Context: an optimization exercise on an open-source flow, tuned for small area and a short achievable clock period. The choices shown serve that exercise and are no tape-out recipe. Only simulation tests tie the RTL to the original design; equivalence was not proved. Power and IR drop assume default switching activity.

==> constraint.sdc <==
create_clock -name core_clock -period 8.0 [get_ports {clk_i}]
set_input_delay 1.6000 -clock core_clock [delete_from_list [all_inputs] [get_ports {clk_i}]]
set_output_delay 1.6000 -clock core_clock [all_outputs]
set_load 0.01 [all_outputs]
==> config.mk <==
export PLATFORM = sky130hd
export DESIGN_NAME = gen_pack_TSE
export DESIGN_NICKNAME = gen_pack_TSE
export VERILOG_FILES = /design/flow/design.v
export SDC_FILE = /design/flow/constraint.sdc
export NUM_CORES = 4
export LEC_CHECK = 0
export CAP_MARGIN = 20
export CORE_MARGIN = 2
export CORE_UTILIZATION = 45
export PLACE_DENSITY = 0.6
export SLEW_MARGIN = 20
==> design.v <==
module simple_ram
#(parameter DATA_WIDTH = 32, parameter ADDR_WIDTH = 9)
(
	input [(DATA_WIDTH-1):0] data,
	input [(ADDR_WIDTH-1):0] r_w_addr,
	input we, clk,
	output reg [(DATA_WIDTH-1):0] q
);
	reg [DATA_WIDTH-1:0] ram[2**ADDR_WIDTH-1:0];
	always @ (posedge clk)
	begin
		if (we)
			ram[r_w_addr] <= data;
		q <= ram[r_w_addr];
	end
endmodule
module gen_pack_TSE (
input clk_i,
input srst_i,
input [9:0]gen_address_AvMM_S_i,
input gen_write_AvMM_S_i,
input [31:0]gen_writedata_AvMM_S_i,
input gen_read_AvMM_S_i,
output [31:0]gen_readdata_AvMM_S_o,
output gen_readdatavalid_AvMM_S_o,
output gen_waitrequest_AvMM_S_o,
input [31:0]gen_readdata_AvMM_M_i,
input gen_waitrequest_AvMM_M_i,
output [7:0]gen_address_AvMM_M_o,
output gen_write_AvMM_M_o,
output [31:0]gen_writedata_AvMM_M_o,
output gen_read_AvMM_M_o,
input  gen_ready_i,
output [7:0]gen_data_o,
output gen_valid_o,
output gen_startofpacket_o,
output gen_endofpacket_o
);
struct packed{
  logic [31:0]control;
  logic [31:0]count_pack_work;
  logic [31:0]time_work;
  logic [31:0]rand_val_speed;
  } gen_reg;
parameter ADDR_REG      = 10'h3;
parameter ADDR_RAM_1    = 10'h10;
parameter ADDR_RAM_2    = 10'h17D;
parameter ADDR_TSE_1    = 10'h200;
parameter ADDR_TSE_2    = 10'h2E3;
parameter VAL_NOT_FOUND = 32'h404;
parameter INIT_BIT      = 24;
parameter START_S_BIT   = 0;
parameter SIZE_PACK_BIT = 1;
parameter PACK_OR_SEC   = 2;
parameter DATA_WIDTH    = 32;
parameter ADDR_WIDTH    = 6;  
parameter TSE_REG_ADR_COMCONF   = 8'h2;
parameter TSE_REG_VAL_RESET     = 32'h2008;       
parameter TSE_REG_VAL_RESET_COR = 32'h8;          
parameter TSE_REG_VAL_2_COMCONF = 32'h900001b;    
parameter GEN_VAL_PART_OF_SEC   = 32'h30d4;       
parameter RANGE_1024  = 11'h400;     
parameter RANGE_512   = 11'h200;     
parameter RANGE_256   = 11'h100;     
parameter RANGE_128   = 11'h80;      
parameter RANGE_64    = 11'h40;      
parameter RANGE_32    = 11'h20;      
parameter RANGE_16    = 11'h10;      
parameter RANGE_8     = 11'h8;       
parameter RANGE_4     = 11'h4;       
parameter RANGE_2     = 11'h2;       
parameter QUEUE_VAL_0 = 2'h0; 
parameter QUEUE_VAL_1 = 2'h1;
parameter QUEUE_VAL_2 = 2'h2;
parameter QUEUE_VAL_3 = 2'h3;
logic [31:0]gen_readdata_AvMM_S_o_tv;
logic gen_readdatavalid_AvMM_S_o_tv;
logic gen_waitrequest_AvMM_S_o_tv;
logic [7:0]gen_address_AvMM_M_o_tv;
logic gen_write_AvMM_M_o_tv;
logic [31:0]gen_writedata_AvMM_M_o_tv;
logic gen_read_AvMM_M_o_tv;
logic we_tv;
logic [(ADDR_WIDTH-1):0] r_w_addr_tv;
logic [(ADDR_WIDTH-1):0] r_w_addr_tv_ST;
logic [(DATA_WIDTH-1):0] q_tv;
logic [(ADDR_WIDTH-1):0] ram_offset;
assign ram_offset = gen_address_AvMM_S_i[(ADDR_WIDTH-1):0] - ADDR_RAM_1[(ADDR_WIDTH-1):0];
simple_ram     #(
            .DATA_WIDTH (DATA_WIDTH),
            .ADDR_WIDTH (ADDR_WIDTH)
        )     simple_ram_ex (
                .clk        (clk_i),
                .we         (we_tv),
                .data       (gen_writedata_AvMM_S_i),
                .r_w_addr   ((gen_reg.control[START_S_BIT] == 1) ? r_w_addr_tv_ST : r_w_addr_tv ),
                .q          (q_tv)
                );
typedef enum logic [2:0] {IDLE         = 3'b000,
                          WORK_REG     = 3'b001,
                          WORK_RAM     = 3'b010,
                          TSE_RW       = 3'b011,
                          INIT_TSE_ST  = 3'b100,
                          INIT_TSE_RD  = 3'b101,
                          INIT_TSE_WR  = 3'b110,
                          INIT_TSE_CHK = 3'b111    } state_e_MM;                    
state_e_MM state_MM, next_MM;
always_ff @( posedge clk_i )
  begin
    if(srst_i)
      state_MM <= IDLE;
    else
      state_MM <= next_MM;
  end
logic flag_set_control_0_bit;
always_comb
  begin
    next_MM = IDLE;
    case (state_MM)
      IDLE:         if( gen_reg.control[INIT_BIT] == 1 )
                      next_MM = INIT_TSE_ST;
                    else if(( gen_address_AvMM_S_i <= ADDR_REG )&&((gen_write_AvMM_S_i == 1)||(gen_read_AvMM_S_i == 1)))
                      next_MM = WORK_REG;
                    else if((( ADDR_RAM_1 <= gen_address_AvMM_S_i )&&(gen_address_AvMM_S_i <= ADDR_RAM_2))&&((gen_write_AvMM_S_i == 1)||(gen_read_AvMM_S_i == 1)))
                      next_MM = WORK_RAM;
                    else if((( ADDR_TSE_1 <= gen_address_AvMM_S_i )&&( gen_address_AvMM_S_i <= ADDR_TSE_2 ))&&((gen_write_AvMM_S_i == 1)||(gen_read_AvMM_S_i == 1)))
                      next_MM = TSE_RW;
                    else
                      next_MM = IDLE;
      WORK_REG:     if( gen_waitrequest_AvMM_S_o_tv == 0 )
                      next_MM = IDLE;
                    else
                      next_MM = WORK_REG;
      WORK_RAM:     if( gen_waitrequest_AvMM_S_o_tv == 0 )
                      next_MM = IDLE;
                    else
                      next_MM = WORK_RAM;
      TSE_RW  :     if( gen_waitrequest_AvMM_S_o_tv == 0 )
                      next_MM = IDLE;
                    else
                      next_MM = TSE_RW;
      INIT_TSE_ST : if( gen_waitrequest_AvMM_M_i == 0 )
                      next_MM = INIT_TSE_RD;
                    else
                      next_MM = INIT_TSE_ST;
      INIT_TSE_RD : if( gen_waitrequest_AvMM_M_i == 0 )
                      if( gen_readdata_AvMM_M_i == TSE_REG_VAL_RESET_COR )
                        next_MM = INIT_TSE_WR;
                      else
                        next_MM = INIT_TSE_RD;
                    else
                      next_MM = INIT_TSE_RD;
      INIT_TSE_WR : if( gen_waitrequest_AvMM_M_i == 0 )
                      next_MM = INIT_TSE_CHK;
                    else
                      next_MM = INIT_TSE_WR;
      INIT_TSE_CHK: if( gen_waitrequest_AvMM_M_i == 0 )
                      next_MM = IDLE;
                    else
                      next_MM = INIT_TSE_CHK;
      default:    next_MM = IDLE;
    endcase
  end
always_ff @(posedge clk_i)
  begin
    if(srst_i)
      begin
        gen_readdata_AvMM_S_o_tv      <= 0;
        gen_readdatavalid_AvMM_S_o_tv <= 0; 
        gen_waitrequest_AvMM_S_o_tv   <= 1;
        gen_reg.control               <= 0;
        gen_reg.count_pack_work       <= 0;
        gen_reg.time_work             <= 0;
        gen_reg.rand_val_speed        <= 0;
        we_tv                         <= 0;
        r_w_addr_tv                   <= 0;
      end
    else
      begin
        gen_readdatavalid_AvMM_S_o_tv <= 0; 
        gen_waitrequest_AvMM_S_o_tv   <= 1;
        gen_readdata_AvMM_S_o_tv      <= 0;
        we_tv                         <= 0;
        gen_write_AvMM_M_o_tv         <= 0;
        gen_read_AvMM_M_o_tv          <= 0;
        if(flag_set_control_0_bit == 1)
          gen_reg.control[START_S_BIT] <= 0;
        case (next_MM)
          IDLE:     begin
                      if( gen_reg.control[INIT_BIT] == 0 )
                        begin
                          if(( gen_write_AvMM_S_i == 1 ) && (gen_waitrequest_AvMM_S_o_tv != 0))
                            begin
                              gen_waitrequest_AvMM_S_o_tv <= 0;
                            end
                          if(( gen_read_AvMM_S_i == 1 )&&( gen_readdatavalid_AvMM_S_o_tv != 1 ))
                            begin
                              gen_waitrequest_AvMM_S_o_tv   <= 0;
                              gen_readdata_AvMM_S_o_tv      <= VAL_NOT_FOUND;
                              gen_readdatavalid_AvMM_S_o_tv <= 1;
                            end
                        end
                      if( gen_waitrequest_AvMM_M_i == 0 )
                        begin
                          gen_read_AvMM_M_o_tv      <= 0;
                          if( gen_readdata_AvMM_M_i == TSE_REG_VAL_2_COMCONF )
                            gen_reg.control[INIT_BIT] <= 0;
                        end
                    end
          WORK_REG: begin
                      if( gen_write_AvMM_S_i == 1 )
                        begin
                          gen_waitrequest_AvMM_S_o_tv <= 0;
                          if( gen_address_AvMM_S_i == 0 )
                            gen_reg.control         <= gen_writedata_AvMM_S_i;
                          else if( gen_address_AvMM_S_i == 10'h1 )
                            gen_reg.count_pack_work <= gen_writedata_AvMM_S_i;
                          else if( gen_address_AvMM_S_i == 10'h2 )
                            gen_reg.time_work       <= gen_writedata_AvMM_S_i;
                          else if( gen_address_AvMM_S_i == 10'h3 )
                            gen_reg.rand_val_speed  <= gen_writedata_AvMM_S_i;
                        end
                      if( gen_read_AvMM_S_i == 1 )
                        begin
                          gen_waitrequest_AvMM_S_o_tv <= 0;
                          if( gen_address_AvMM_S_i == 0 )
                            begin
                              gen_readdata_AvMM_S_o_tv      <= gen_reg.control;
                              gen_readdatavalid_AvMM_S_o_tv <= 1;
                            end
                          else if( gen_address_AvMM_S_i == 10'h1 )
                            begin
                              gen_readdata_AvMM_S_o_tv      <= gen_reg.count_pack_work;
                              gen_readdatavalid_AvMM_S_o_tv <= 1;
                            end
                          else if( gen_address_AvMM_S_i == 10'h2 )
                            begin
                              gen_readdata_AvMM_S_o_tv      <= gen_reg.time_work;
                              gen_readdatavalid_AvMM_S_o_tv <= 1;
                            end
                          else if( gen_address_AvMM_S_i == 10'h3 )
                            begin
                              gen_readdata_AvMM_S_o_tv      <= gen_reg.rand_val_speed;
                              gen_readdatavalid_AvMM_S_o_tv <= 1;
                            end
                        end
                    end
          WORK_RAM: begin
                      if( gen_reg.control[START_S_BIT] == 0 )
                        begin
                          if( gen_write_AvMM_S_i == 1 )
                            begin
                              gen_waitrequest_AvMM_S_o_tv <= 0;
                              r_w_addr_tv                 <= ram_offset;
                              we_tv                       <= 1;
                            end
                          if( gen_read_AvMM_S_i == 1 )
                            begin
                              r_w_addr_tv <= ram_offset;
                              if(r_w_addr_tv == ram_offset)
                                begin
                                  gen_waitrequest_AvMM_S_o_tv   <= 0;
                                  gen_readdata_AvMM_S_o_tv      <= q_tv;
                                  gen_readdatavalid_AvMM_S_o_tv <= 1;
                                end
                            end
                        end
                      else
                        gen_waitrequest_AvMM_S_o_tv <= 1;
                    end
          TSE_RW  : begin
                      if( gen_read_AvMM_S_i == 1 )
                        begin
                          gen_address_AvMM_M_o_tv <= ( gen_address_AvMM_S_i[7:0] - ADDR_TSE_1[7:0]);
                          gen_read_AvMM_M_o_tv    <= 1;
                          if( gen_waitrequest_AvMM_M_i == 0 )
                            begin
                              gen_waitrequest_AvMM_S_o_tv   <= 0;
                              gen_readdata_AvMM_S_o_tv      <= gen_readdata_AvMM_M_i;
                              gen_readdatavalid_AvMM_S_o_tv <= 1;
                              gen_read_AvMM_M_o_tv          <= 0;
                            end
                        end
                      if( gen_write_AvMM_S_i == 1 )
                        begin
                          gen_address_AvMM_M_o_tv   <= ( gen_address_AvMM_S_i[7:0] - ADDR_TSE_1[7:0]);
                          gen_writedata_AvMM_M_o_tv <= gen_writedata_AvMM_S_i;
                          gen_write_AvMM_M_o_tv     <= 1;
                          if( gen_waitrequest_AvMM_M_i == 0 )
                            begin
                              gen_waitrequest_AvMM_S_o_tv <= 0;
                              gen_write_AvMM_M_o_tv       <= 0;
                            end
                        end
                    end
        INIT_TSE_ST:begin
                      gen_address_AvMM_M_o_tv   <= TSE_REG_ADR_COMCONF;
                      gen_writedata_AvMM_M_o_tv <= TSE_REG_VAL_RESET;   
                      gen_write_AvMM_M_o_tv     <= 1;
                    end
        INIT_TSE_RD:begin
                      gen_address_AvMM_M_o_tv   <= TSE_REG_ADR_COMCONF;
                      gen_read_AvMM_M_o_tv      <= 1;
                    end
        INIT_TSE_WR:begin
                      gen_address_AvMM_M_o_tv   <= TSE_REG_ADR_COMCONF;
                      gen_writedata_AvMM_M_o_tv <= TSE_REG_VAL_2_COMCONF;    
                      gen_write_AvMM_M_o_tv     <= 1;
                    end
      INIT_TSE_CHK: begin
                      gen_address_AvMM_M_o_tv   <= TSE_REG_ADR_COMCONF;
                      gen_read_AvMM_M_o_tv      <= 1;
                    end
       default:     begin
                    end
        endcase
      end  
  end
logic [7:0]gen_data_o_tv;
logic gen_valid_o_tv;
logic gen_startofpacket_o_tv;
logic gen_endofpacket_o_tv;
logic [31:0]temp_val_data_tx;
logic [1:0]count_32to8;
logic [8:0]size_tv;
logic [10:0]count_end_tx;
logic [10:0]size_pack;
logic [31:0]count_pack_work;
logic flag_startwork_tx;
logic [13:0] cout_one_sec;    
logic [31:0] count_time_work;
logic [9:0]work_speed;
logic [9:0]wait_speed;
logic [9:0]wait_speed_const;
logic [10:0]count_work_speed;
logic [10:0]rand_range;
logic flag_range_1_ready;
logic flag_range_2_ready;
logic flag_range_3_ready;
logic [10:0]rand_range_1;
logic [10:0]rand_range_2;
logic [10:0]rand_range_3;
logic flag_next_rand_size;
logic [10:0]rand_range_1_count;
logic [9:0]rand_range_2_count;
logic [9:0]rand_range_3_count;
logic [1:0]range_queue;
logic [10:0]value_rnd_1;
logic [9:0]value_rnd_2;
logic [9:0]value_rnd_3;
typedef enum logic [1:0] {IDLE_ST = 2'b00,
                          SOP     = 2'b01,
                          SEND    = 2'b10,
                          EOP     = 2'b11    } state_e_ST;
state_e_ST state_ST, next_ST;
always_ff @( posedge clk_i )
  begin
    if(srst_i)
      state_ST <= IDLE_ST;
    else
      state_ST <= next_ST;
  end
always_comb
  begin
    next_ST = IDLE_ST;
    case (state_ST)
      IDLE_ST:      if((gen_reg.control[START_S_BIT] == 1 )&&(count_work_speed == 0))
                      next_ST = SOP;
                    else
                      next_ST = IDLE_ST;
      SOP:          if(( gen_ready_i == 1 )&&(gen_startofpacket_o_tv == 1)&&(gen_reg.control[START_S_BIT] != 0))
                      next_ST = SEND;
                    else if(r_w_addr_tv_ST == 5)
                      next_ST = IDLE_ST;
                    else
                      next_ST = SOP;
      SEND:         if(( gen_ready_i == 1 )&&((count_end_tx + 1 ) == size_pack))
                      next_ST = EOP;
                    else
                      next_ST = SEND;
      EOP:          if((count_work_speed > 0)&&((gen_ready_i == 1)))
                      next_ST = IDLE_ST;
                    else if((flag_startwork_tx == 1)&&( gen_ready_i == 1 ))
                      next_ST = SOP;
                    else if( gen_ready_i == 1 )
                      next_ST = IDLE_ST;
                    else
                      next_ST = EOP;
      default:    next_ST = IDLE_ST;
    endcase
  end
always_ff @(posedge clk_i)
  begin
    if(srst_i)
      begin
        gen_data_o_tv          <= 0;
        gen_valid_o_tv         <= 0;
        gen_startofpacket_o_tv <= 0;
        gen_endofpacket_o_tv   <= 0;
        r_w_addr_tv_ST   <= 0;
        count_32to8      <= 0;
        temp_val_data_tx <= 0;
        size_tv          <= 0;
        count_end_tx     <= 0;
        count_pack_work  <= 0;
        flag_startwork_tx <= 0;
        flag_set_control_0_bit <= 0;
      end
    else
      begin
        gen_startofpacket_o_tv <= 0;
        flag_set_control_0_bit <= 0;
        case (next_ST)
          IDLE_ST:  begin
                      if(flag_startwork_tx == 0)
                        r_w_addr_tv_ST       <= 1;
                      else
                        r_w_addr_tv_ST       <= 0;
                      gen_data_o_tv          <= 0;
                      gen_valid_o_tv         <= 0;
                      gen_endofpacket_o_tv   <= 0;
                      count_32to8          <= 0;
                      size_tv              <= 0;
                      count_end_tx         <= 0;
                      if(gen_reg.control[START_S_BIT] == 0)
                        count_pack_work      <= 0;
                    end
          SOP:      begin
                      if( gen_reg.control[START_S_BIT] == 1 )
                        r_w_addr_tv_ST <= 0;
                      else
                        r_w_addr_tv_ST <= 5;
                      if(r_w_addr_tv_ST == 0)
                        count_end_tx <= 1;
                      if(count_end_tx == 1)
                        begin
                          temp_val_data_tx       <= q_tv;
                          gen_data_o_tv          <= q_tv[7:0];
                          gen_valid_o_tv         <= 1;
                          gen_startofpacket_o_tv <= 1;
                          count_32to8            <= 1;
                          size_tv                <= 0;
                        end
                      else if(gen_reg.control[START_S_BIT] == 0)
                        flag_startwork_tx <= 0;
                      else if(flag_startwork_tx == 1)
                        begin
                          count_end_tx           <= 1;
                          temp_val_data_tx       <= q_tv;
                          gen_data_o_tv          <= q_tv[7:0];
                          gen_valid_o_tv         <= 1;
                          gen_startofpacket_o_tv <= 1;
                          count_32to8            <= 1;
                          size_tv                <= 0;
                        end
                      gen_endofpacket_o_tv   <= 0;
                    end
          SEND:     begin
                      gen_valid_o_tv <= 1;
                      if(gen_ready_i == 1)
                        begin
                          if( count_32to8 == 0)
                            gen_data_o_tv <= temp_val_data_tx[7:0];
                          else if( count_32to8 == 1)
                            begin
                              gen_data_o_tv <= temp_val_data_tx[15:8];
                              r_w_addr_tv_ST   <= size_tv + 9'h1;
                            end
                          else if( count_32to8 == 2)
                            gen_data_o_tv <= temp_val_data_tx[23:16];
                          else if( count_32to8 == 3)
                            gen_data_o_tv <= temp_val_data_tx[31:24];
                          count_end_tx <= count_end_tx + 11'h1;
                          count_32to8  <= count_32to8 + 2'h1;
                          if( count_32to8 == 3 )
                            begin
                              size_tv          <= size_tv + 9'h1;
                              temp_val_data_tx <= q_tv;
                            end
                          if(( count_end_tx + 2 ) == size_pack )
                            r_w_addr_tv_ST   <= 0;
                        end
                      if(gen_ready_i == 1)                    
                        if(( count_end_tx + 2 ) == size_pack )
                            begin
                              if( gen_reg.control[PACK_OR_SEC] == 0 )
                                begin
                                  count_pack_work <= count_pack_work + 1;
                                  if((count_pack_work + 1) >= gen_reg.count_pack_work)
                                    begin
                                      flag_set_control_0_bit <= 1;
                                    end
                                end
                              else if(( count_time_work >= gen_reg.time_work) && ( gen_reg.control[PACK_OR_SEC] == 1 ))
                                begin
                                  flag_set_control_0_bit <= 1;
                                end
                            end
                    end
          EOP:      begin
                      gen_valid_o_tv <= 1;
                      if(gen_ready_i == 1)
                        begin
                          if( count_32to8 == 0)
                            gen_data_o_tv <= temp_val_data_tx[7:0];
                          else if( count_32to8 == 1)
                            begin
                              gen_data_o_tv <= temp_val_data_tx[15:8];
                            end
                          else if( count_32to8 == 2)
                            gen_data_o_tv <= temp_val_data_tx[23:16];
                          else if( count_32to8 == 3)
                            gen_data_o_tv <= temp_val_data_tx[31:24];
                          count_end_tx <= count_end_tx + 11'h1;
                          count_32to8  <= count_32to8 + 2'h1;
                          if( count_32to8 == 3 )
                            begin
                              size_tv          <= size_tv + 9'h1;
                              temp_val_data_tx <= q_tv;
                            end
                          r_w_addr_tv_ST   <= 0;
                          if((count_end_tx + 1 )  == size_pack)
                            gen_endofpacket_o_tv <= 1;
                          flag_startwork_tx <= 1;
                        end
                    end
        endcase
      end  
  end
always_ff @( posedge clk_i )
  begin
    if(srst_i)
      begin
        cout_one_sec    <= 0;
        count_time_work <= 0;
      end
    else
      begin
        if( gen_reg.control[START_S_BIT] == 0 )
          begin
            cout_one_sec    <= 0;
            count_time_work <= 0;
          end
        else if( cout_one_sec >= GEN_VAL_PART_OF_SEC )
          begin
            cout_one_sec    <= 0;
            count_time_work <= count_time_work + 1;
          end
        else if( gen_reg.control[START_S_BIT] == 1 )
          begin
            cout_one_sec <= cout_one_sec + 14'h1;
          end
      end
  end                             
always_ff @( posedge clk_i )
  begin
    if(srst_i)
      begin
        work_speed       <= 0;
        wait_speed       <= 0;
        wait_speed_const <= 0;
        count_work_speed <= 0;
      end
    else
      begin
        wait_speed_const <= 10'h000 - gen_reg.rand_val_speed[31:22];
        if(gen_reg.control[START_S_BIT] == 1)
          begin
            if(gen_valid_o_tv == 1)
              begin
                if( (work_speed + 1) < gen_reg.rand_val_speed[31:22] )
                  work_speed <= work_speed + 10'h1;
                else if( gen_reg.rand_val_speed[31:22] < 1000 )
                  begin
                    work_speed       <= 0;
                    count_work_speed <= count_work_speed + 11'h1;
                  end
              end
            else if((gen_valid_o_tv == 0)&&(gen_reg.control[START_S_BIT] == 1)&&(count_work_speed > 0))
              begin
                if((wait_speed + 1) < wait_speed_const)
                  wait_speed <= wait_speed + 10'h1;
                else 
                  begin
                    count_work_speed <= count_work_speed - 11'h1;
                    wait_speed       <= 0;
                  end
              end
          end
        else
          begin
            work_speed       <= 0;
            count_work_speed <= 0;
            wait_speed       <= 0;
          end
      end
  end
always_ff @( posedge clk_i )
  begin
    if(srst_i)
      begin
        size_pack           <= 62;
        flag_next_rand_size <= 0;
        range_queue         <= 0;
        rand_range_1_count  <= 0;
        rand_range_2_count  <= 0;
        rand_range_3_count  <= 0;
        value_rnd_1         <= 0;
        value_rnd_2         <= 0;
        value_rnd_3         <= 0;
      end
    else
      begin
        if( gen_reg.control[SIZE_PACK_BIT] == 0 )
          if( gen_reg.control[13:3] >= 62 )
            size_pack <= gen_reg.control[13:3];              
          else
            size_pack <= 62;
        else if((rand_range == 0)&&(gen_reg.control[SIZE_PACK_BIT] == 1))
          size_pack <= 62;
        if((flag_range_1_ready == 1)&&(flag_range_2_ready == 1)&&(flag_range_3_ready == 1)&&(flag_next_rand_size == 0)&&(next_ST != EOP))
          begin
            range_queue         <= range_queue + 2'h1;
            flag_next_rand_size <= 1;
            if(( ((range_queue == QUEUE_VAL_3)||(range_queue == QUEUE_VAL_1))|| 
                 ((range_queue == QUEUE_VAL_2)&&(rand_range_2_count >= rand_range_2))||
                 ((range_queue == QUEUE_VAL_0)&&(rand_range_3_count >= rand_range_3)) 
                ) &&(rand_range_1_count < rand_range_1))
              begin
                rand_range_1_count <= rand_range_1_count + 11'h1;
                value_rnd_1        <= (value_rnd_1 << 2) + value_rnd_1 + 11'h1;   
                size_pack          <= value_rnd_1 + gen_reg.rand_val_speed[10:0];
              end
            else if(( ( range_queue == QUEUE_VAL_2 )||
                      ((range_queue == QUEUE_VAL_3)||(range_queue == QUEUE_VAL_1))||
                      ((range_queue == QUEUE_VAL_0)&&(rand_range_3_count >= rand_range_3))
                     ) &&(rand_range_2_count < rand_range_2))
              begin
                rand_range_2_count <= rand_range_2_count + 10'h1;
                value_rnd_2        <= (value_rnd_2 << 2) + value_rnd_2 + 10'h1;
                size_pack          <= value_rnd_2 + gen_reg.rand_val_speed[10:0] + rand_range_1;
              end
            else if(rand_range_3_count < rand_range_3)
              begin
                rand_range_3_count <= rand_range_3_count + 10'h1;
                value_rnd_3        <= value_rnd_3 + 10'h1;
                size_pack          <= value_rnd_3 + gen_reg.rand_val_speed[10:0] + rand_range_1 + rand_range_2;
              end
          end
        if((flag_next_rand_size == 1)&&(next_ST == EOP))
          begin
            flag_next_rand_size <= 0;
            if((rand_range_1_count >= rand_range_1)&&
               (rand_range_2_count >= rand_range_2)&&
               (rand_range_3_count >= rand_range_3)   )
              begin
                  rand_range_1_count  <= 0;
                  rand_range_2_count  <= 0;
                  rand_range_3_count  <= 0;
                  value_rnd_1         <= 0;
                  value_rnd_2         <= 0;
                  value_rnd_3         <= 0;
              end
            if     (rand_range_1 == RANGE_1024)     
              value_rnd_1 <= value_rnd_1[9:0];
            else if(rand_range_1 == RANGE_512)     
              value_rnd_1 <= value_rnd_1[8:0];
            else if(rand_range_1 == RANGE_256)     
              value_rnd_1 <= value_rnd_1[7:0];
            else if(rand_range_1 == RANGE_128)     
              value_rnd_1 <= value_rnd_1[6:0];
            else if(rand_range_1 == RANGE_64)      
              value_rnd_1 <= value_rnd_1[5:0];
            else if(rand_range_1 == RANGE_32)      
              value_rnd_1 <= value_rnd_1[4:0];
            else if(rand_range_1 == RANGE_16)      
              value_rnd_1 <= value_rnd_1[3:0];
            else if(rand_range_1 == RANGE_8)       
              value_rnd_1 <= value_rnd_1[2:0];
            else if(rand_range_1 == RANGE_4)       
              value_rnd_1 <= value_rnd_1[1:0];
            else if(rand_range_1 == RANGE_2)       
              value_rnd_1 <= value_rnd_1[0];
            if     (rand_range_2 == RANGE_512)     
              value_rnd_2 <= value_rnd_2[8:0];
            else if(rand_range_2 == RANGE_256)     
              value_rnd_2 <= value_rnd_2[7:0];
            else if(rand_range_2 == RANGE_128)     
              value_rnd_2 <= value_rnd_2[6:0];
            else if(rand_range_2 == RANGE_64)      
              value_rnd_2 <= value_rnd_2[5:0];
            else if(rand_range_2 == RANGE_32)      
              value_rnd_2 <= value_rnd_2[4:0];
            else if(rand_range_2 == RANGE_16)      
              value_rnd_2 <= value_rnd_2[3:0];
            else if(rand_range_2 == RANGE_8)       
             value_rnd_2 <= value_rnd_2[2:0];
            else if(rand_range_2 == RANGE_4)       
              value_rnd_2 <= value_rnd_2[1:0];
            else if(rand_range_2 == RANGE_2)       
              value_rnd_2 <= value_rnd_2[0];
          end
      end
  end
always_ff @( posedge clk_i )
  begin
    if(srst_i)
      begin
        flag_range_1_ready <= 0;
        flag_range_2_ready <= 0;
        flag_range_3_ready <= 0;
        rand_range_1       <= 0;
        rand_range_2       <= 0;
        rand_range_3       <= 0;
        rand_range         <= 0;
      end
    else
      begin
        if((gen_reg.control[START_S_BIT] == 1)&&(gen_reg.control[SIZE_PACK_BIT] == 1))
          rand_range <= gen_reg.rand_val_speed[21:11] - gen_reg.rand_val_speed[10:0] + 11'h1;
        else
          begin
            flag_range_1_ready <= 0;
            flag_range_2_ready <= 0;
            flag_range_3_ready <= 0;
            rand_range         <= 0;
          end
        if(rand_range != 0)
          begin
            if(flag_range_1_ready == 0)
              begin
                if(rand_range > RANGE_1024)     
                  begin
                    rand_range_1        <= RANGE_1024;
                    flag_range_1_ready  <= 1;
                  end
                else if(rand_range > RANGE_512)     
                  begin
                    rand_range_1        <= RANGE_512;
                    flag_range_1_ready  <= 1;
                  end
                else if(rand_range > RANGE_256)     
                  begin
                    rand_range_1        <= RANGE_256;
                    flag_range_1_ready  <= 1;
                  end
                else if(rand_range > RANGE_128)     
                  begin
                    rand_range_1        <= RANGE_128;
                    flag_range_1_ready  <= 1;
                  end
                else if(rand_range > RANGE_64)     
                  begin
                    rand_range_1        <= RANGE_64;
                    flag_range_1_ready  <= 1;
                  end
                else if(rand_range > RANGE_32)     
                  begin
                    rand_range_1        <= RANGE_32;
                    flag_range_1_ready  <= 1;
                  end
                else if(rand_range > RANGE_16)     
                  begin
                    rand_range_1        <= RANGE_16;
                    flag_range_1_ready  <= 1;
                  end
                else if(rand_range > RANGE_8)     
                  begin
                    rand_range_1        <= RANGE_8;
                    flag_range_1_ready  <= 1;
                  end
                else if(rand_range > RANGE_4)     
                  begin
                    rand_range_1        <= RANGE_4;
                    flag_range_1_ready  <= 1;
                  end
                else if(rand_range > RANGE_2)     
                  begin
                    rand_range_1        <= RANGE_2;
                    flag_range_1_ready  <= 1;
                  end
                else
                  begin
                    rand_range_1        <= 0;
                    flag_range_1_ready  <= 1;
                  end
              end
            else if(flag_range_2_ready == 0)
              begin
                if((rand_range - rand_range_1) > RANGE_512)     
                  begin
                    rand_range_2       <= RANGE_512;
                    flag_range_2_ready <= 1;
                  end
                else if((rand_range - rand_range_1) > RANGE_256)     
                  begin
                    rand_range_2       <= RANGE_256;
                    flag_range_2_ready <= 1;
                  end
                else if((rand_range - rand_range_1) > RANGE_128)     
                  begin
                    rand_range_2       <= RANGE_128;
                    flag_range_2_ready <= 1;
                  end
                else if((rand_range - rand_range_1) > RANGE_64)     
                  begin
                    rand_range_2       <= RANGE_64;
                    flag_range_2_ready <= 1;
                  end
                else if((rand_range - rand_range_1) > RANGE_32)     
                  begin
                    rand_range_2       <= RANGE_32;
                    flag_range_2_ready <= 1;
                  end
                else if((rand_range - rand_range_1) > RANGE_16)     
                  begin
                    rand_range_2       <= RANGE_16;
                    flag_range_2_ready <= 1;
                  end
                else if((rand_range - rand_range_1) > RANGE_8)     
                  begin
                    rand_range_2       <= RANGE_8;
                    flag_range_2_ready <= 1;
                  end
                else if((rand_range - rand_range_1) > RANGE_4)     
                  begin
                    rand_range_2       <= RANGE_4;
                    flag_range_2_ready <= 1;
                  end
                else if((rand_range - rand_range_1) > RANGE_2)     
                  begin
                    rand_range_2       <= RANGE_2;
                    flag_range_2_ready <= 1;
                  end
                else
                  begin
                    rand_range_2        <= 0;
                    flag_range_2_ready  <= 1;
                  end
              end
            else if(flag_range_3_ready == 0)             
              begin
                rand_range_3        <= rand_range - rand_range_1 - rand_range_2;
                flag_range_3_ready  <= 1;
              end
          end                      
      end
  end
assign gen_readdata_AvMM_S_o      = gen_readdata_AvMM_S_o_tv;
assign gen_readdatavalid_AvMM_S_o = gen_readdatavalid_AvMM_S_o_tv;
assign gen_waitrequest_AvMM_S_o   = gen_waitrequest_AvMM_S_o_tv;
assign gen_address_AvMM_M_o   = gen_address_AvMM_M_o_tv;
assign gen_write_AvMM_M_o     = gen_write_AvMM_M_o_tv;
assign gen_writedata_AvMM_M_o = gen_writedata_AvMM_M_o_tv;
assign gen_read_AvMM_M_o      = gen_read_AvMM_M_o_tv;
assign gen_data_o          = gen_data_o_tv;
assign gen_valid_o         = gen_valid_o_tv;
assign gen_startofpacket_o = gen_startofpacket_o_tv;
assign gen_endofpacket_o   = gen_endofpacket_o_tv;
endmodule
==> run.sh <==
#!/bin/bash
# synth_recipe.tcl (not shown) runs the flow's synth.tcl, then flattens the netlist and writes it again
# the make line also repeats each setting of config.mk as NAME=value (left out here)
make -C /OpenROAD-flow-scripts/flow DESIGN_CONFIG=/design/flow/config.mk WORK_HOME=/design/flow/orfs CLKGATE_MAP_FILE= SYNTH_SCRIPT=/design/flow/synth_recipe.tcl finish
==> out/metrics.yaml, run 1 <==
synth:
  synth_common_cells: "edfxtp_1, a22oi_1, nand2_1"
  synth_most_common_cell: "edfxtp_1"
  ys_seq_elements: 2605
  yosys_most_used_dff: "edfxtp_1"
  yosys-top-cells-area: "edfxtp_1, dfxtp_1, a22oi_1"
  synth_cells: 7777
  netlist_area_um2: 106000
  yosysTopAreaCell: "edfxtp_1"
  syn_avg_cell_area_um2: 13.63
  yosysSeqAreaShare_pct: 68.95
  synthDistinctLibCells: 90
  synth_top_area_share_pct: 59.22
  synth_nets: 8121
  async_flop_share_pct: 0
  synth_edf_count: 2090
  yosys_warnings: 2
timing:
  clock_skew_ns: 0.07585
  period_share_pct: 66.46
  fin_crit_ns: 5.317
  hold_viol: 0
  tns_ns: 0
  worstMarginPinSlew_ns: 1.151
  grt_setup_unrepaired: "no"
  slew_headroom_pct: 22.53
  drv_slew: 0
  final-setup-viol-count: 0
  fmax_ghz: 0.1881
  setup_slack_ns: 2.683
pwr:
  p_leak_nw: 38.93
  p_per_area_nw_per_um2: 258.7
  ir_drop_mv: 0.2463
floorplan:
  rows: 178
  die_w_um: 489.3
  fp.dieH_um: 489.3
  initial_utilization_pct: 45.15
  io_pins: 167
  design.core.area_um2: 234700
  fp.dieArea_um2: 239400
final_layout:
  n_fill_cell: 19700
  seq_area_um2: 73070
  final_nets: 8337
  multiInputGateArea_um2: 30990
  drive_gt1_share_pct: 10.02
  largest_register_ff_count: 2048
  fin_util_pct: 51.58
  area_delta_synth_final_pct: 14.24
clock_network:
  numCtsBuffers: 286
  cts_num_sinks: 2605
  clk_pin_slew_ns: 0.06
  tritoncts: "built"
  clock_latency_ns: 0.95
  cts.repair.resized: 0
  cts_setup_buffers: 0
  postCtsHoldBufs: 0
  ctsHtreeMaxLevel: 5
  root_buffer: "clkbuf_16"
  clock_path_buffers: 4
critical_path:
  rr_worst_depth: 11
  critPathArrivalTime_ns: 5.87
  rr_startpoint: "gen_reg[96]$_SDFF_PP0_"
  cp_max_fo: 82
  path_class: "register to register"
  rr_endpoint: "simple_ram_ex.q[18]$_DFF_P_"
  end_kind: "register"
  reg2reg_slack_ns: 2.68
  required_ns: 8.56
  start_kind: "register"
drt:
  drt-total-wl_um: 353600
  initialDrtViolationCount: 10420
  ant_nets: 0
  drc: 0
  dr_total_vias: 72140
  avgViaCountPerCell: 6.358
  first_pass_iters: 7
  wl_per_cell_um: 31.17
job:
  maxCapViolCount: 0
hold_path:
  whs_path_depth: 2
  min-delay-start: "count_pack_work[22]$_SDFFE_PP0P_"
  hold_class: "register to register"
  worst_hold_path.endpoint: "count_pack_work[22]$_SDFFE_PP0P_"
global_route:
  grt_max_degree: 96
  grt_pass1_wl_um: 497900
  overflow: 0
  grt_pass1_vias: 68170
  grtUsageTotal_pct: 28.83
  antenna_found_initial: 24
placement:
  gp_congestion: 0.9415
  io_buffers: 166
  place_ws_ns: 2.242
  hpwl_um: 210000
outcome:
  status: "finished clean"
cell type report:
type	count	share of cell area, %
sequential	2605	60.35
antenna	4	0.008267
tap	3150	3.255
clock buffer	371	6.418
inverter	242	0.7503
clock inverter	116	0.8391
multi-input combinational	4472	25.60
timing repair buffer	386	2.780
how the worst max path moves through the flow:
stage	slack [ns]	from	endpoint
after floorplan	2.73	gen_address_AvMM_S_i[4]	gen_writedata_AvMM_M_o_tv[0]$_DFFE_PP_
after global placement	2.40	gen_ready_i	count_pack_work[15]$_SDFFE_PP0P_
after detailed placement	2.24	gen_ready_i	count_pack_work[27]$_SDFFE_PP0P_
after CTS	2.92	gen_reg[96]$_SDFF_PP0_	simple_ram_ex.q[7]$_DFF_P_
after global routing	2.74	gen_reg[96]$_SDFF_PP0_	simple_ram_ex.q[18]$_DFF_P_
final	2.68	gen_reg[96]$_SDFF_PP0_	simple_ram_ex.q[18]$_DFF_P_
cells in the final DEF, fill, tap and decap left out, types with 117 or more instances in the layout:
cell type / count
a21oi_1: 451
a22oi_1: 758
buf_4: 204
clkbuf_16: 294
clkdlybuf4s50_1: 131
dfxtp_1: 514
edfxtp_1: 2090
ha_1: 230
inv_1: 240
nand2_1: 610
nand3_1: 150
nand4_1: 117
nor2_1: 336
o21ai_0: 188
xnor2_1: 128
critical path, stage by stage, from the launching register on:
cell      delay [ns]
dfxtp_2         0.56
buf_4           0.44
mux2i_4         0.32
buf_12          0.49
nor2_4          0.22
buf_4           0.40
a222oi_1        0.42
a31oi_1         0.21
nor2_1          0.21
o21ai_0         0.12
nor4_1          0.75
o21ai_0         0.69
report_power, final:
| part | total (mW) | switching [mW] | internal, mW |
|---|---|---|---|
| sequential | 15.0 | 0.269 | 14.8 |
| clock | 12.6 | 5.24 | 7.39 |
| combinational | 3.64 | 2.70 | 0.936 |
metal layers:
metal / global-route usage (%) / wire length [um] / part of all wire [%] / vias to the layer above
li1: - / - / - / 30870
met1: 40.32 / 140600 / 40 / 36440
met2: 44.35 / 159300 / 45 / 4159
met3: 5.169 / 37170 / 11 / 679
met4: 12.16 / 16590 / 4.7 / 0
met5: 0 / 0 / 0 / -
kinds of logic after synthesis:
| logic type | synth area share [%] |
|---|---|
| DFF | 68.95 |
| AOI/OAI and AO/OA | 14.56 |
| and+or+nand+nor | 7.559 |
| buffers and inverters | 2.538 |
| adders and majority gates | 3.358 |
| xor gates and xnor gates | 1.813 |
| muxes | 1.223 |
stage by stage:
stage               total power, mW  instance area [um2]  std cells  hold slack (ns)
floorplan                     16.70               106000       7777           0.3983
global placement              18.82               112200      10850           0.4418
detailed placement            18.83               112200      10850           0.4474
CTS                           31.30               121000      11340           0.4553
global route                  32.03               121100      11340           0.4708
finish                        31.32               121100      11350           0.4534
==> inputs of run 2 (changes only) <==
--- a/config.mk
+++ b/config.mk
@@ -5,8 +5,11 @@
 export SDC_FILE = /design/flow/constraint.sdc
 export NUM_CORES = 4
 export LEC_CHECK = 0
+export ABC_CLOCK_PERIOD_IN_PS = 4000
 export CAP_MARGIN = 20
 export CORE_MARGIN = 2
 export CORE_UTILIZATION = 45
 export PLACE_DENSITY = 0.6
+export SETUP_SLACK_MARGIN = 4
 export SLEW_MARGIN = 20
+export TNS_END_PERCENT = 100
==> out/metrics.yaml, run 2 <==
job:
  maxCapViolCount: 0  # unchanged
floorplan:
  io_pins: 167  # unchanged
  design.core.area_um2: 234700  # unchanged
  die_w_um: 489.3  # unchanged
  initial_utilization_pct: 45.15  # unchanged
  fp.dieArea_um2: 239400  # unchanged
  rows: 178  # unchanged
  fp.dieH_um: 489.3  # unchanged
synth:
  yosys_most_used_dff: "edfxtp_1"
  synthDistinctLibCells: 90  # unchanged
  yosys-top-cells-area: "edfxtp_1, dfxtp_1, a22oi_1"
  yosysSeqAreaShare_pct: 68.95  # unchanged
  synth_cells: 7777  # unchanged
  synth_nets: 8121  # unchanged
  yosysTopAreaCell: "edfxtp_1"
  yosys_warnings: 2  # unchanged
  async_flop_share_pct: 0  # unchanged
  synth_most_common_cell: "edfxtp_1"
  syn_avg_cell_area_um2: 13.63  # unchanged
  synth_top_area_share_pct: 59.22  # unchanged
  synth_edf_count: 2090  # unchanged
  ys_seq_elements: 2605  # unchanged
  netlist_area_um2: 106000  # unchanged
  synth_common_cells: "edfxtp_1, a22oi_1, nand2_1"
critical_path:
  cp_max_fo: 40  # -51%
  cp_num_buf_inv: 3  # unchanged
  critPathArrivalTime_ns: 4.86  # -1.01 ns
  slowest_delay_ns: 0.70  # -0.05 ns
  rr_endpoint: "simple_ram_ex.q[3]$_DFF_P_"
  crit_start: "gen_reg[96]$_SDFF_PP0_"
  crit_path_end: "simple_ram_ex.q[3]$_DFF_P_"
  cp_common_cell: "buf_4"
  cp_slowest_cell: "a21oi_1"
  required_ns: 8.76  # +0.20 ns
  rr_startpoint: "gen_reg[96]$_SDFF_PP0_"
  start_kind: "register"
  end_kind: "register"
  reg2reg_slack_ns: 3.90  # +1.22 ns
  critical_path_depth: 11  # unchanged
  rr_worst_depth: 11  # unchanged
  critical-path-top-delay-family: "compound AO/OA/AOI/OAI gates"
  path_class: "register to register"
  path_cells: "mux2i_4 > buf_6 > nor2_4 > buf_4 > buf_4 > a22oi_1 > nand4_1 > a21oi_1 > nor2_1 > nor3_1 > o221ai_1"
timing:
  fmax_ghz: 0.2439  # +30%
  setup_slack_ns: 3.900  # +1.216 ns
  period_share_pct: 51.26  # -15 points
  slew_headroom_pct: 21.03  # -1.5 points
  grt_setup_unrepaired: "yes"
  drv_slew: 0  # unchanged
  clock_skew_ns: 0.1016  # +0.02570 ns
  hold_viol: 0  # unchanged
  final-setup-viol-count: 0  # unchanged
  tns_ns: 0  # unchanged
  fin_crit_ns: 4.100  # -1.216 ns
  worstMarginPinSlew_ns: 1.185  # +0.03313 ns
drt:
  dr_wl_met3_um: 39250  # +5.6%
  initialDrtViolationCount: 10240  # -1.8%
  ant_nets: 0  # unchanged
  first_pass_iters: 9  # +2
  drt-total-wl_um: 364000  # +2.9%
  wl_per_cell_um: 31.86  # +2.2%
  wl_met2_um: 164400  # +3.2%
  avgViaCountPerCell: 6.400  # +0.65%
  routed.top_layer: "met5"
  dr_total_vias: 73130  # +1.4%
  drc: 0  # unchanged
  drt-met1-wl_um: 141700  # +0.76%
pwr:
  seqPwrFrac_pct: 47.1  # -0.9 points
  pwr-share-clk_pct: 40.8  # +0.5 points
  ir_drop_mv: 0.2137  # -13%
  switching_power_mw: 8.464  # +3.0%
  p_comb_share_pct: 12.1  # +0.5 points
  switching_share_pct: 26.44  # +0.21 points
  p_per_area_nw_per_um2: 260.6  # +0.76%
  p_int_mw: 23.55  # +2.0%
  p_leak_nw: 39.70  # +2.0%
placement:
  place_ws_ns: 1.756  # -0.4858 ns
  hpwl_um: 215800  # +2.8%
  dp.cells: 10860  # +0.046%
  io_buffers: 166  # unchanged
  gp_congestion: 0.9246  # -1.8%
final_layout:
  drive_gt1_share_pct: 12.09  # +2.1 points
  final_cell_mix: "edfxtp_1, a22oi_1, nand2_1"
  seq_area_um2: 73090  # about the same
  multiInputGateArea_um2: 31660  # +2.2%
  area_delta_synth_final_pct: 15.92
  final_common_cell: "edfxtp_1"
  n_fill_cell: 19570  # -0.64%
  final_cells: 11430  # +0.72%
  fin_util_pct: 52.34  # +0.76 points
  largest_register_ff_count: 2048  # unchanged
  final_nets: 8415  # +0.94%
clock_network:
  clock_latency_ns: 0.96  # about the same
  clock_path_buffers: 4  # unchanged
  root_buffer: "clkbuf_16"
  postCtsHoldBufs: 0  # unchanged
  tritoncts: "built"
  clk_pin_slew_ns: 0.06  # about the same
  cts_num_sinks: 2605  # unchanged
  ctsHtreeMaxLevel: 5  # unchanged
  numCtsBuffers: 290  # +1.4%
global_route:
  grtUsageTotal_pct: 29.64  # +0.82 points
  antenna_found_initial: 19  # -21%
  grt_max_degree: 98  # +2.1%
  grt_pass1_vias: 68930  # +1.1%
  grt_pass1_wl_um: 509800  # +2.4%
  overflow: 0  # unchanged
outcome:
  status: "finished clean"
hold_path:
  hold_class: "register to register"
==> run 2: cell counts after synthesis <==
No cell type changed its count.
==> run 2: through the flow <==
| step | power, mW | hold slack, ns | cell area (um2) |
|---|---|---|---|
| after CTS | 31.93 | 0.3921 | 122400 |
| after detailed placement | 18.89 | 0.4118 | 112300 |
| final | 32.02 | 0.3882 | 122900 |
| after floorplan | 16.71 | 0.3983 | 106100 |
| after global routing | 32.68 | 0.4304 | 122800 |
| after global placement | 18.88 | 0.4039 | 112200 |
==> run 2: what timing repair did <==
action,CTS,global route
hold endpoints to repair,0,0
gates cloned,9,5
gates resized for setup,129,50
endpoints found under the setup margin,1952,354
pin swaps,25,13
buffers inserted,32,25
==> run 2: layer usage <==
layer,vias to the layer above,track usage [%]
met3,765,5.730
li1,31050,-
met5,-,0
met4,10,13.41
met1,36800,40.56
met2,4503,45.91
==> run 2: power by group through the flow <==
stage | sequential, mW | combinational, mW | clock (mW)
final | 15.1 | 3.87 | 13.1
after global routing | 15.1 | 3.93 | 13.7
after CTS | 15.1 | 3.71 | 13.2
after detailed placement | 15.3 | 3.54 | 0
after global placement | 15.4 | 3.53 | 0
after floorplan | 15.1 | 1.59 | 0
==> run 2: cell type report <==
cell class | count | share of cell area (%)
Antenna cell | 4 | 0.008148
Clock buffer | 363 | 6.399
Clock inverter | 132 | 1.048
Inverter | 242 | 0.7435
Multi-Input combinational cell | 4482 | 25.77
Sequential cell | 2605 | 59.49
Tap cell | 3150 | 3.208
Timing Repair Buffer | 450 | 3.324
==> run 2: logic make-up (layout without fill, tap and decap cells) <==
family                     count (synthesis)  in the layout  synth area share, %
other                                      0              4                    0
AOI/OAI and AO/OA                       2191           2193                14.56
and+or+nand+nor                         1711           1718                7.559
muxes                                     89             90                1.223
xor gates and xnor gates                 217            217                1.813
buffers and inverters                    700           1187                2.538
DFF                                     2605           2605                68.95
adders and majority gates                264            264                3.358
==> run 2: worst min path at each step <==
stage,start,cells past startpoint,to
2_1_floorplan,flag_set_control_0_bit$_SDFF_PP0_,1,gen_reg[96]$_SDFF_PP0_
3_3_place_gp,flag_set_control_0_bit$_SDFF_PP0_,1,gen_reg[96]$_SDFF_PP0_
3_5_place_dp,flag_set_control_0_bit$_SDFF_PP0_,1,gen_reg[96]$_SDFF_PP0_
4_1_cts,flag_set_control_0_bit$_SDFF_PP0_,1,gen_reg[96]$_SDFF_PP0_
5_1_grt,flag_set_control_0_bit$_SDFF_PP0_,1,gen_reg[96]$_SDFF_PP0_
6_report,flag_set_control_0_bit$_SDFF_PP0_,1,gen_reg[96]$_SDFF_PP0_
==> inputs of run 3 (changes only) <==
--- a/config.mk
+++ b/config.mk
@@ -5,11 +5,11 @@
 export SDC_FILE = /design/flow/constraint.sdc
 export NUM_CORES = 4
 export LEC_CHECK = 0
-export ABC_CLOCK_PERIOD_IN_PS = 4000
+export ABC_CLOCK_PERIOD_IN_PS = 5000
 export CAP_MARGIN = 20
 export CORE_MARGIN = 2
 export CORE_UTILIZATION = 45
 export PLACE_DENSITY = 0.6
-export SETUP_SLACK_MARGIN = 4
+export SETUP_SLACK_MARGIN = 3
 export SLEW_MARGIN = 20
 export TNS_END_PERCENT = 100
==> out/metrics.yaml, run 3 <==
synth:
  syn_avg_cell_area_um2: 13.63  # unchanged
  yosysTopAreaCell: "edfxtp_1"
  synth_top_area_share_pct: 59.22  # unchanged
  synthDistinctLibCells: 90  # unchanged
  yosysSeqAreaShare_pct: 68.95  # unchanged
  synth_cells: 7777  # unchanged
  synth_most_common_cell: "edfxtp_1"
  yosys-top-cells-area: "edfxtp_1, dfxtp_1, a22oi_1"
  yosys_warnings: 2  # unchanged
  synth_nets: 8121  # unchanged
  async_flop_share_pct: 0  # unchanged
  synth_edf_count: 2090  # unchanged
  ys_seq_elements: 2605  # unchanged
  yosys_most_used_dff: "edfxtp_1"
  synth_common_cells: "edfxtp_1, a22oi_1, nand2_1"
  netlist_area_um2: 106000  # unchanged
timing:
  worstMarginPinSlew_ns: 1.189  # +0.004036 ns
  tns_ns: 0  # unchanged
  fmax_ghz: 0.1985  # -19%
  clock_skew_ns: 0.06675  # -0.03480 ns
  fin_crit_ns: 5.037  # +0.9363 ns
  grt_setup_unrepaired: "no"
  hold_viol: 0  # unchanged
  timing.hold.ws_ns: 0.4037  # +0.01549 ns
  final-setup-viol-count: 0  # unchanged
  slew_headroom_pct: 20.57  # -0.46 points
  drv_slew: 0  # unchanged
  period_share_pct: 62.96  # +12 points
drt:
  drt-total-wl_um: 357900  # -1.7%
  dr_total_vias: 72360  # -1.1%
  first_pass_iters: 8  # -1
  wl_per_cell_um: 31.51  # -1.1%
  avgViaCountPerCell: 6.372  # -0.44%
  drc: 0  # unchanged
  ant_nets: 0  # unchanged
  initialDrtViolationCount: 10350  # +1.1%
clock_network:
  postCtsHoldBufs: 0  # unchanged
  clock_latency_ns: 0.95  # about the same
  clock_path_buffers: 4  # unchanged
  clk_pin_slew_ns: 0.06  # about the same
  numCtsBuffers: 286  # -1.4%
  cts_num_sinks: 2605  # unchanged
  tritoncts: "built"
  root_buffer: "clkbuf_16"
  ctsHtreeMaxLevel: 5  # unchanged
critical_path:
  start_kind: "register"
  critPathArrivalTime_ns: 5.58  # +0.72 ns
  slowest_delay_ns: 0.88  # +0.18 ns
  required_ns: 8.54  # -0.22 ns
  path_cells: "nand3_1 > o21a_1 > nor2_4 > buf_4 > nand2_1 > nor2_4 > buf_4"
  cp_max_fo: 23  # -43%
  end_kind: "register"
  cp_slowest_cell: "nor2_4"
  path_class: "register to register"
  crit_start: "gen_reg[96]$_SDFF_PP0_"
  rr_startpoint: "gen_reg[96]$_SDFF_PP0_"
job:
  maxCapViolCount: 0  # unchanged
final_layout:
  final_cell_mix: "edfxtp_1, a22oi_1, nand2_1"
  final_nets: 8349  # -0.78%
  final_common_cell: "edfxtp_1"
  drive_gt1_share_pct: 10.15  # -1.9 points
  multiInputGateArea_um2: 31010  # -2.1%
  area_delta_synth_final_pct: 14.13
  largest_register_ff_count: 2048  # unchanged
  n_fill_cell: 19660  # +0.48%
  seq_area_um2: 73070  # about the same
hold_path:
  hold_class: "register to register"
  min-delay-start: "flag_set_control_0_bit$_SDFF_PP0_"
floorplan:
  io_pins: 167  # unchanged
  initial_utilization_pct: 45.15  # unchanged
  fp.dieArea_um2: 239400  # unchanged
  fp.dieH_um: 489.3  # unchanged
  rows: 178  # unchanged
  design.core.area_um2: 234700  # unchanged
  die_w_um: 489.3  # unchanged
global_route:
  overflow: 0  # unchanged
  grt_pass1_wl_um: 503700  # -1.2%
  antenna_found_initial: 30  # +11
  grtUsageTotal_pct: 29.22  # -0.42 points
  grt_max_degree: 180  # +84%
  grt_pass1_vias: 68280  # -0.94%
pwr:
  p_leak_nw: 38.85  # -2.1%
  ir_drop_mv: 0.2288  # +7.0%
  p_per_area_nw_per_um2: 257.2  # -1.3%
placement:
  gp_congestion: 0.9315  # +0.75%
  hpwl_um: 213800  # -0.93%
  io_buffers: 166  # unchanged
outcome:
  status: "finished clean"
==> run 3: cell types whose count changed in the layout (fill, tap and decap cells not counted), sizes merged, moves of 4 or more <==
cell / before / now
bufinv: 26 / 12
clkinvlp: 5 / 9
nor2: 416 / 412
clkinv: 98 / 82
clkdlybuf4s50: 127 / 131
buf: 314 / 266
clkbuf: 366 / 374
inv: 245 / 249
==> run 3: through the flow <==
| stage | util [%] | instances | power [mW] | area (um2) | setup WS (ns) |
|---|---|---|---|---|---|
| finish | 51.53 | 11360 | 31.11 | 121000 | 2.963 |
| global placement | 47.82 | 10860 | 18.86 | 112300 | 2.423 |
| CTS | 51.47 | 11340 | 31.09 | 120800 | 3.039 |
| global route | 51.53 | 11350 | 31.77 | 121000 | 3.004 |
| floorplan | - | 7777 | 16.70 | 106000 | 3.250 |
| detailed placement | 47.82 | 10860 | 18.87 | 112300 | 2.304 |
==> run 3: report_power, final <==
group          switching (mW)  internal, mW  leakage, nW
Combinational            2.73         0.929         11.7
Sequential              0.289          14.8         22.9
Clock                    5.26          7.13         4.18
Total                    8.28          22.8         38.9
==> run 3: final timing paths <==
path | end | slack [ns] | cells after the start
worst max-delay path | simple_ram_ex.ram[7][14]$_DFFE_PP_ | 2.96 | 7
worst min-delay path | gen_reg[96]$_SDFF_PP0_ | 0.40 | 1
worst max register to register | simple_ram_ex.ram[7][14]$_DFFE_PP_ | 2.96 | 7
worst min register to register | gen_reg[96]$_SDFF_PP0_ | 0.40 | 1
==> run 3: routing by layer <==
layer / up-vias / routed length (um) / track usage (%) / part of all wire [%]
met5: - / 101 / 0 / 0.028
met4: 16 / 16510 / 12.08 / 4.6
met3: 721 / 38410 / 5.841 / 11
met2: 4264 / 160200 / 44.73 / 45
met1: 36470 / 142700 / 40.79 / 40
li1: 30890 / - / - / -
==> run 3: cells by family after synthesis <==
family	count (synthesis)	share of synthesized area (%)
flip-flops	2605	68.95
AO/OA/AOI/OAI	2191	14.56
AND/OR/NAND/NOR	1711	7.559
buffers and inverters	700	2.538
adder cells (fa/ha/maj)	264	3.358
XOR/XNOR	217	1.813
multiplexers	89	1.223
==> run 3: area by class of cell <==
| cell class | count | share of cell area (%) |
|---|---|---|
| inverter | 242 | 0.7510 |
| clock buffer | 374 | 6.351 |
| antenna | 6 | 0.01241 |
| multi-input combinational | 4473 | 25.64 |
| tap | 3150 | 3.258 |
| clock inverter | 110 | 0.7262 |
| sequential | 2605 | 60.41 |
| timing repair buffer | 397 | 2.849 |
==> run 3: timing repair <==
action / 4_1_cts / 5_1_grt
gates resized for setup: 0 / 6
buffers inserted: 1 / 6
endpoints found under the setup margin: 2 / 112
gates cloned: 0 / 1
pin swaps: 1 / 1
==> run 3: worst max-delay path: cells and delay by family (launching register included) <==
family | cells | cell delay [ns]
AO/OA/AOI/OAI | 1 | 0.42
buffers and inverters | 2 | 0.97
flip-flops | 1 | 0.72
AND/OR/NAND/NOR | 4 | 2.48

-- re-timing with driven ports --
In the flow no input, the clock included, has a driving cell. The finished layouts below were timed again as built, in two steps.
Step 1 sets driving cells, clkbuf_16 on the clock port and buf_2 on the other inputs (assumed; they add their load-dependent delay and slew).
Step 2 times the ports against the registers' clock, not the clock port: input delays grow and output delays shrink by t, the midpoint of the rising clock arrivals with the driver on.
a / b / c = ideal ports / drivers / drivers and shift; a / b = the first two.
run | shift t [ns] | setup slack, ns | clock arrival spread, ns
run 1 | 1.004 | 2.683 / 2.683 / 1.990 | 0.091 / 0.090
run 2 | 1.003 | 3.900 / 3.900 / 3.064 | 0.101 / 0.102
run 3 | 1.007 | 2.963 / 2.963 / 2.156 | 0.092 / 0.092
After both steps setup and hold are still met in every run listed. The setup slack of run 2, which loses most, moves by 0.000 ns with the drivers and by -0.836 ns with both steps.
